From an optimization exercise on the open Yosys and OpenROAD flow, aimed at small area, a short achievable clock period and few clock cycles; shortcuts taken in it are not production practice. At most, simulation tests tie the RTL to the original design; equivalence was not proved. No activity file was given, so power comes from the tool's default toggle rates.

==> run a: inputs <==
Design LASER, start of the top module:
module LASER (
    input        CLK,
    input        RST,
    input  [3:0] X,
    input  [3:0] Y,
    output [3:0] C1X,
    output [3:0] C1Y,
    output [3:0] C2X,
    output [3:0] C2Y,
    output       DONE
);
==> flow/config.mk <==
export PLATFORM = sky130hd
export DESIGN_NAME = LASER
export DESIGN_NICKNAME = LASER
export VERILOG_FILES = /design/flow/design.v
export SDC_FILE = /design/flow/constraint.sdc
export NUM_CORES = 4
export LEC_CHECK = 0
export CAP_MARGIN = 20
export CORE_MARGIN = 2
export CORE_UTILIZATION = 40
export SLEW_MARGIN = 20
==> flow/constraint.sdc <==
create_clock -name core_clock -period 8.0 [get_ports {CLK}]
set_input_delay 1.6000 -clock core_clock [delete_from_list [all_inputs] [get_ports {CLK}]]
set_output_delay 1.6000 -clock core_clock [all_outputs]
set_load 0.01 [all_outputs]
run.sh (not shown) runs the stock make flow with config.mk's settings and CLKGATE_MAP_FILE= SYNTH_SCRIPT=/design/flow/synth_recipe.tcl, a recipe that flattens the netlist after the stock synthesis.
==> run b: changes against run a <==
--- a/flow/design.v
+++ b/flow/design.v
@@ -30,17 +30,17 @@
 assign C2Y  = by;
 assign DONE = done_r;
 wire in_last  = (state == S_IN) && (in_cnt == 6'd39);
 reg  pe_r;      
 reg  vu_r;      
 wire pass_end = pe_r;
 wire vupd     = vu_r;
 wire conv     = k2 && (mx == ax) && (my == ay);
-reg  [3:0] cy;      
+wire [3:0] cy = pass_end ? my : ph[3:0];
 wire pvn0;
 wire pvn1;
 wire pvn2;
 wire pvn3;
 wire pvn4;
 wire pvn5;
 wire pvn6;
 wire pvn7;
@@ -74,22 +74,24 @@
 wire pvn35;
 wire pvn36;
 wire pvn37;
 wire pvn38;
 wire pvn39;
 wire [4:0] ncy = 5'd0 - {1'b0, cy};
 function [2:0] cls;
     input [4:0] s;
-    begin
-        cls[2] = (s == 5'd0) | (s == 5'd1) | (s == 5'd2) | (s == 5'd3) | (s == 5'd4) |
-                 (s == 5'd31) | (s == 5'd30) | (s == 5'd29) | (s == 5'd28);
-        cls[1] = (s == 5'd0) | (s == 5'd1) | (s == 5'd2) | (s == 5'd31) | (s == 5'd30);
-        cls[0] = (s == 5'd0) | (s == 5'd3) | (s == 5'd29);
-    end
+    case (s)
+        5'd0:            cls = 3'b111;
+        5'd1,  5'd2,
+        5'd31, 5'd30:    cls = 3'b110;
+        5'd3,  5'd29:    cls = 3'b101;
+        5'd4,  5'd28:    cls = 3'b100;
+        default:         cls = 3'b000;
+    endcase
 endfunction
 wire [4:0] s0 = {1'b0, py[39]} + ncy;
 wire [4:0] s1 = {1'b0, py[0]} + ncy;
 wire [4:0] s2 = {1'b0, py[1]} + ncy;
 wire [4:0] s3 = {1'b0, py[2]} + ncy;
 wire [4:0] s4 = {1'b0, py[3]} + ncy;
 wire [4:0] s5 = {1'b0, py[4]} + ncy;
 wire [4:0] s6 = {1'b0, py[5]} + ncy;
@@ -165,30 +167,35 @@
     {pk[35], pr[35]} <= cls(s35) & {pass_end | pvn35, 2'b11};
     {pk[36], pr[36]} <= cls(s36) & {pass_end | pvn36, 2'b11};
     {pk[37], pr[37]} <= cls(s37) & {pass_end | pvn37, 2'b11};
     {pk[38], pr[38]} <= cls(s38) & {pass_end | pvn38, 2'b11};
     {pk[39], pr[39]} <= cls(s39) & {pass_end | pvn39, 2'b11};
 end
 function [11:0] ftab;    
     input [3:0] rb;
-    begin
-        ftab[0] = (rb == 4'd0) | (rb == 4'd4) | (rb == 4'd5) | (rb == 4'd6) | (rb == 4'd8) | (rb == 4'd9) | (rb == 4'd10) | (rb == 4'd11) | (rb == 4'd12) | (rb == 4'd13) | (rb == 4'd14) | (rb == 4'd15);
-        ftab[1] = (rb == 4'd1) | (rb == 4'd4) | (rb == 4'd5) | (rb == 4'd6) | (rb == 4'd7) | (rb == 4'd8) | (rb == 4'd9) | (rb == 4'd10) | (rb == 4'd11) | (rb == 4'd12) | (rb == 4'd13) | (rb == 4'd14) | (rb == 4'd15);
-        ftab[2] = (rb == 4'd2) | (rb == 4'd4) | (rb == 4'd5) | (rb == 4'd6) | (rb == 4'd7) | (rb == 4'd8) | (rb == 4'd9) | (rb == 4'd10) | (rb == 4'd11) | (rb == 4'd12) | (rb == 4'd13) | (rb == 4'd14) | (rb == 4'd15);
-        ftab[3] = (rb == 4'd3) | (rb == 4'd5) | (rb == 4'd6) | (rb == 4'd7) | (rb == 4'd8) | (rb == 4'd9) | (rb == 4'd10) | (rb == 4'd11) | (rb == 4'd12) | (rb == 4'd13) | (rb == 4'd14) | (rb == 4'd15);
-        ftab[4] = (rb == 4'd6) | (rb == 4'd7) | (rb == 4'd9) | (rb == 4'd10) | (rb == 4'd11) | (rb == 4'd12) | (rb == 4'd13) | (rb == 4'd14) | (rb == 4'd15);
-        ftab[5] = (rb == 4'd7) | (rb == 4'd10) | (rb == 4'd11) | (rb == 4'd13) | (rb == 4'd14) | (rb == 4'd15);
-        ftab[6] = (rb == 4'd11) | (rb == 4'd14) | (rb == 4'd15);
-        ftab[7] = (rb == 4'd15);
-        ftab[8] = (rb == 4'd12);
-        ftab[9] = (rb == 4'd8) | (rb == 4'd12) | (rb == 4'd13);
-        ftab[10] = (rb == 4'd4) | (rb == 4'd8) | (rb == 4'd9) | (rb == 4'd12) | (rb == 4'd13) | (rb == 4'd14);
-        ftab[11] = (rb == 4'd4) | (rb == 4'd5) | (rb == 4'd8) | (rb == 4'd9) | (rb == 4'd10) | (rb == 4'd12) | (rb == 4'd13) | (rb == 4'd14) | (rb == 4'd15);
-    end
+    case (rb)
+        4'd0: ftab = {4'd0, 4'd0, 4'd1};
+        4'd1: ftab = {4'd0, 4'd0, 4'd2};
+        4'd2: ftab = {4'd0, 4'd0, 4'd4};
+        4'd3: ftab = {4'd0, 4'd0, 4'd8};
+        4'd4: ftab = {4'd12, 4'd0, 4'd7};
+        4'd5: ftab = {4'd8, 4'd0, 4'd15};
+        4'd6: ftab = {4'd0, 4'd1, 4'd15};
+        4'd7: ftab = {4'd0, 4'd3, 4'd14};
+        4'd8: ftab = {4'd14, 4'd0, 4'd15};
+        4'd9: ftab = {4'd12, 4'd1, 4'd15};
+        4'd10: ftab = {4'd8, 4'd3, 4'd15};
+        4'd11: ftab = {4'd0, 4'd7, 4'd15};
+        4'd12: ftab = {4'd15, 4'd1, 4'd15};
+        4'd13: ftab = {4'd14, 4'd3, 4'd15};
+        4'd14: ftab = {4'd12, 4'd7, 4'd15};
+        4'd15: ftab = {4'd8, 4'd15, 4'd15};
+        default: ftab = 12'd0;
+    endcase
 endfunction
 wire [15:0] mxo;
 assign mxo[0] = ~mx[3] & ~mx[2] & ~mx[1] & ~mx[0];
 assign mxo[1] = ~mx[3] & ~mx[2] & ~mx[1] & mx[0];
 assign mxo[2] = ~mx[3] & ~mx[2] & mx[1] & ~mx[0];
 assign mxo[3] = ~mx[3] & ~mx[2] & mx[1] & mx[0];
 assign mxo[4] = ~mx[3] & mx[2] & ~mx[1] & ~mx[0];
 assign mxo[5] = ~mx[3] & mx[2] & ~mx[1] & mx[0];
@@ -2544,19 +2551,16 @@
         t3 = oddB ? (q2c[2*i+1] > q2c[2*i]) : (q2c[2*i+1] >= q2c[2*i]);
         l3c[i] = t3 ? q2c[2*i+1] : q2c[2*i];
         l3x[i] = t3 ? {1'b1, q2x[2*i+1]} : {1'b0, q2x[2*i]};
     end
     t4 = oddB ? (l3c[1] > l3c[0]) : (l3c[1] >= l3c[0]);
     rc = t4 ? l3c[1] : l3c[0];
     rx = t4 ? {1'b1, l3x[1]} : {1'b0, l3x[0]};
 end
-wire mwin = state == S_RUN && ph >= 5'd4 && ph <= 5'd19 &&
-            (ph == 5'd4 || rc >= best);
-wire [3:0] my_d = mwin ? rowB[3:0] : my;
 always @(posedge CLK or posedge RST) begin
     if (RST) begin
         state  <= S_IN;
         in_cnt <= 6'd0;
         ph     <= 5'd0;
         done_r <= 1'b0;
         pe_r   <= 1'b0;
         vu_r   <= 1'b0;
@@ -2685,17 +2689,16 @@
         ax <= 4'd0; ay <= 4'd0;
         bx <= 4'd0; by <= 4'd0;
         k2 <= 1'b0;
     end else if (pass_end) begin
         ax <= bx; ay <= by;
         bx <= mx; by <= my;
         k2 <= 1'b1;
     end
-    if (mwin) begin
+    if (state == S_RUN && ph >= 5'd4 && ph <= 5'd19 &&
+        (ph == 5'd4 || rc >= best)) begin
         best <= rc;
         mx   <= rx;
         my   <= rowB[3:0];
     end
-    cy <= (state == S_RUN && ph == 5'd19) ? my_d :
-          (state == S_RUN && !pass_end) ? ph[3:0] + 4'd1 : 4'd0;
 end
 endmodule
==> run c: changes against run a <==
--- a/flow/design.v
+++ b/flow/design.v
@@ -2506,18 +2506,21 @@
     cnt_r[9] <= col9;
     cnt_r[10] <= col10;
     cnt_r[11] <= col11;
     cnt_r[12] <= col12;
     cnt_r[13] <= col13;
     cnt_r[14] <= col14;
     cnt_r[15] <= col15;
 end
-wire [4:0] rowA = ph - 5'd3;    
-wire [4:0] rowB = ph - 5'd4;         
+reg  [4:0] rowA;       
+reg  [4:0] rowB;       
+reg        mact;       
+reg        mfst;       
+reg        lmrg;       
 wire oddA = rowA[0];
 wire oddB = rowB[0];
 reg  [5:0] l1c [0:7];  reg [0:0] l1x [0:7];
 reg  [5:0] l2c [0:3];  reg [1:0] l2x [0:3];
 reg  [5:0] q2c [0:3];  reg [1:0] q2x [0:3];
 reg  [5:0] l3c [0:1];  reg [2:0] l3x [0:1];
 reg  [5:0] rc;         reg [3:0] rx;
 reg        t1, t2, t3, t4;
@@ -2544,30 +2547,46 @@
         t3 = oddB ? (q2c[2*i+1] > q2c[2*i]) : (q2c[2*i+1] >= q2c[2*i]);
         l3c[i] = t3 ? q2c[2*i+1] : q2c[2*i];
         l3x[i] = t3 ? {1'b1, q2x[2*i+1]} : {1'b0, q2x[2*i]};
     end
     t4 = oddB ? (l3c[1] > l3c[0]) : (l3c[1] >= l3c[0]);
     rc = t4 ? l3c[1] : l3c[0];
     rx = t4 ? {1'b1, l3x[1]} : {1'b0, l3x[0]};
 end
-wire mwin = state == S_RUN && ph >= 5'd4 && ph <= 5'd19 &&
-            (ph == 5'd4 || rc >= best);
+wire mwin = mact && (mfst || rc >= best);
+wire       run_nx = (state == S_IN && in_last) || (state == S_RUN && !(pass_end && conv));
+wire [4:0] ph_nx  = (state == S_RUN && !pass_end) ? ph + 5'd1 : 5'd0;
+always @(posedge CLK or posedge RST) begin
+    if (RST) begin
+        rowA <= 5'd0;
+        rowB <= 5'd0;
+        mact <= 1'b0;
+        mfst <= 1'b0;
+        lmrg <= 1'b0;
+    end else begin
+        rowA <= ph_nx - 5'd3;
+        rowB <= ph_nx - 5'd4;
+        mact <= run_nx && ph_nx >= 5'd4 && ph_nx <= 5'd19;
+        mfst <= run_nx && ph_nx == 5'd4;
+        lmrg <= run_nx && ph_nx == 5'd19;
+    end
+end
 wire [3:0] my_d = mwin ? rowB[3:0] : my;
 always @(posedge CLK or posedge RST) begin
     if (RST) begin
         state  <= S_IN;
         in_cnt <= 6'd0;
         ph     <= 5'd0;
         done_r <= 1'b0;
         pe_r   <= 1'b0;
         vu_r   <= 1'b0;
     end else begin
         done_r <= 1'b0;
-        pe_r   <= (state == S_RUN) && (ph == 5'd19);
+        pe_r   <= lmrg;
         vu_r   <= pass_end && !conv;
         case (state)
             S_IN: begin
                 in_cnt <= in_cnt + 6'd1;
                 ph     <= 5'd0;
                 if (in_last) state <= S_RUN;
             end
             S_RUN: begin
@@ -2690,12 +2709,11 @@
         bx <= mx; by <= my;
         k2 <= 1'b1;
     end
     if (mwin) begin
         best <= rc;
         mx   <= rx;
         my   <= rowB[3:0];
     end
-    cy <= (state == S_RUN && ph == 5'd19) ? my_d :
-          (state == S_RUN && !pass_end) ? ph[3:0] + 4'd1 : 4'd0;
+    cy <= lmrg ? my_d : ph_nx[3:0];
 end
 endmodule
- SETUP_SLACK_MARGIN: default -> 3.5
==> run d: changes against run a <==
--- a/flow/design.v
+++ b/flow/design.v
@@ -2506,18 +2506,21 @@
     cnt_r[9] <= col9;
     cnt_r[10] <= col10;
     cnt_r[11] <= col11;
     cnt_r[12] <= col12;
     cnt_r[13] <= col13;
     cnt_r[14] <= col14;
     cnt_r[15] <= col15;
 end
-wire [4:0] rowA = ph - 5'd3;    
-wire [4:0] rowB = ph - 5'd4;         
+reg  [4:0] rowA;       
+reg  [4:0] rowB;       
+reg        mact;       
+reg        mfst;       
+reg        lmrg;       
 wire oddA = rowA[0];
 wire oddB = rowB[0];
 reg  [5:0] l1c [0:7];  reg [0:0] l1x [0:7];
 reg  [5:0] l2c [0:3];  reg [1:0] l2x [0:3];
 reg  [5:0] q2c [0:3];  reg [1:0] q2x [0:3];
 reg  [5:0] l3c [0:1];  reg [2:0] l3x [0:1];
 reg  [5:0] rc;         reg [3:0] rx;
 reg        t1, t2, t3, t4;
@@ -2544,30 +2547,46 @@
         t3 = oddB ? (q2c[2*i+1] > q2c[2*i]) : (q2c[2*i+1] >= q2c[2*i]);
         l3c[i] = t3 ? q2c[2*i+1] : q2c[2*i];
         l3x[i] = t3 ? {1'b1, q2x[2*i+1]} : {1'b0, q2x[2*i]};
     end
     t4 = oddB ? (l3c[1] > l3c[0]) : (l3c[1] >= l3c[0]);
     rc = t4 ? l3c[1] : l3c[0];
     rx = t4 ? {1'b1, l3x[1]} : {1'b0, l3x[0]};
 end
-wire mwin = state == S_RUN && ph >= 5'd4 && ph <= 5'd19 &&
-            (ph == 5'd4 || rc >= best);
+wire mwin = mact && (mfst || rc >= best);
+wire       run_nx = (state == S_IN && in_last) || (state == S_RUN && !(pass_end && conv));
+wire [4:0] ph_nx  = (state == S_RUN && !pass_end) ? ph + 5'd1 : 5'd0;
+always @(posedge CLK or posedge RST) begin
+    if (RST) begin
+        rowA <= 5'd0;
+        rowB <= 5'd0;
+        mact <= 1'b0;
+        mfst <= 1'b0;
+        lmrg <= 1'b0;
+    end else begin
+        rowA <= ph_nx - 5'd3;
+        rowB <= ph_nx - 5'd4;
+        mact <= run_nx && ph_nx >= 5'd4 && ph_nx <= 5'd19;
+        mfst <= run_nx && ph_nx == 5'd4;
+        lmrg <= run_nx && ph_nx == 5'd19;
+    end
+end
 wire [3:0] my_d = mwin ? rowB[3:0] : my;
 always @(posedge CLK or posedge RST) begin
     if (RST) begin
         state  <= S_IN;
         in_cnt <= 6'd0;
         ph     <= 5'd0;
         done_r <= 1'b0;
         pe_r   <= 1'b0;
         vu_r   <= 1'b0;
     end else begin
         done_r <= 1'b0;
-        pe_r   <= (state == S_RUN) && (ph == 5'd19);
+        pe_r   <= lmrg;
         vu_r   <= pass_end && !conv;
         case (state)
             S_IN: begin
                 in_cnt <= in_cnt + 6'd1;
                 ph     <= 5'd0;
                 if (in_last) state <= S_RUN;
             end
             S_RUN: begin
@@ -2690,12 +2709,11 @@
         bx <= mx; by <= my;
         k2 <= 1'b1;
     end
     if (mwin) begin
         best <= rc;
         mx   <= rx;
         my   <= rowB[3:0];
     end
-    cy <= (state == S_RUN && ph == 5'd19) ? my_d :
-          (state == S_RUN && !pass_end) ? ph[3:0] + 4'd1 : 4'd0;
+    cy <= lmrg ? my_d : ph_nx[3:0];
 end
 endmodule
==> summary of the runs <==
The lowest global-route usage belongs to run b, the highest to run a. Sequential power is about the same in run c and run d. In run c the synthesized cell count is larger than in run b, by 28%. The highest clock-buffer cell count belongs to run b, the lowest to run d. Routed wire length: run d > run c > run a > run b.
Testbench counts of run c, summed over its fixed seeds: cycles 17,669.
Testbench counts of run d, summed over its fixed seeds: cycles 17,669.
For run a and run b, only the layout was checked, not whether the RTL still works.

what the ideal ports hide:
The results above use ideal ports. As a check the final layouts listed here were re-extracted and re-timed, cells and wires unchanged. Step 1 sets driving cells, clkbuf_16 on the clock port and buf_2 on the other inputs (assumed; they add their load-dependent delay and slew). Step 2, shift: input delay + t, output delay - t, t = (earliest + latest rising clock arrival at the registers) / 2. This alone moves slack from input paths to output paths. Three values: no drivers, after step 1, after step 2; two values: the first two.
run | t, ns | setup WS [ns] | hold slack, ns | worst data-port slew with drivers (ns) | pins driven straight from the clock port
run a | 0.849 | 2.525 / 2.525 / 2.525 | 0.354 / 0.354 / 0.354 | 0.14 | 1
run b | 0.888 | 2.266 / 2.266 / 2.266 | 0.354 / 0.354 / 0.354 | 0.07 | 1
run c | 0.886 | 3.440 / 3.440 / 3.440 | 0.332 / 0.332 / 0.332 | 0.03 | 1
run d | 0.879 | 2.697 / 2.697 / 2.697 | 0.316 / 0.316 / 0.316 | 0.04 | 1
After both steps every run listed still meets setup and hold.
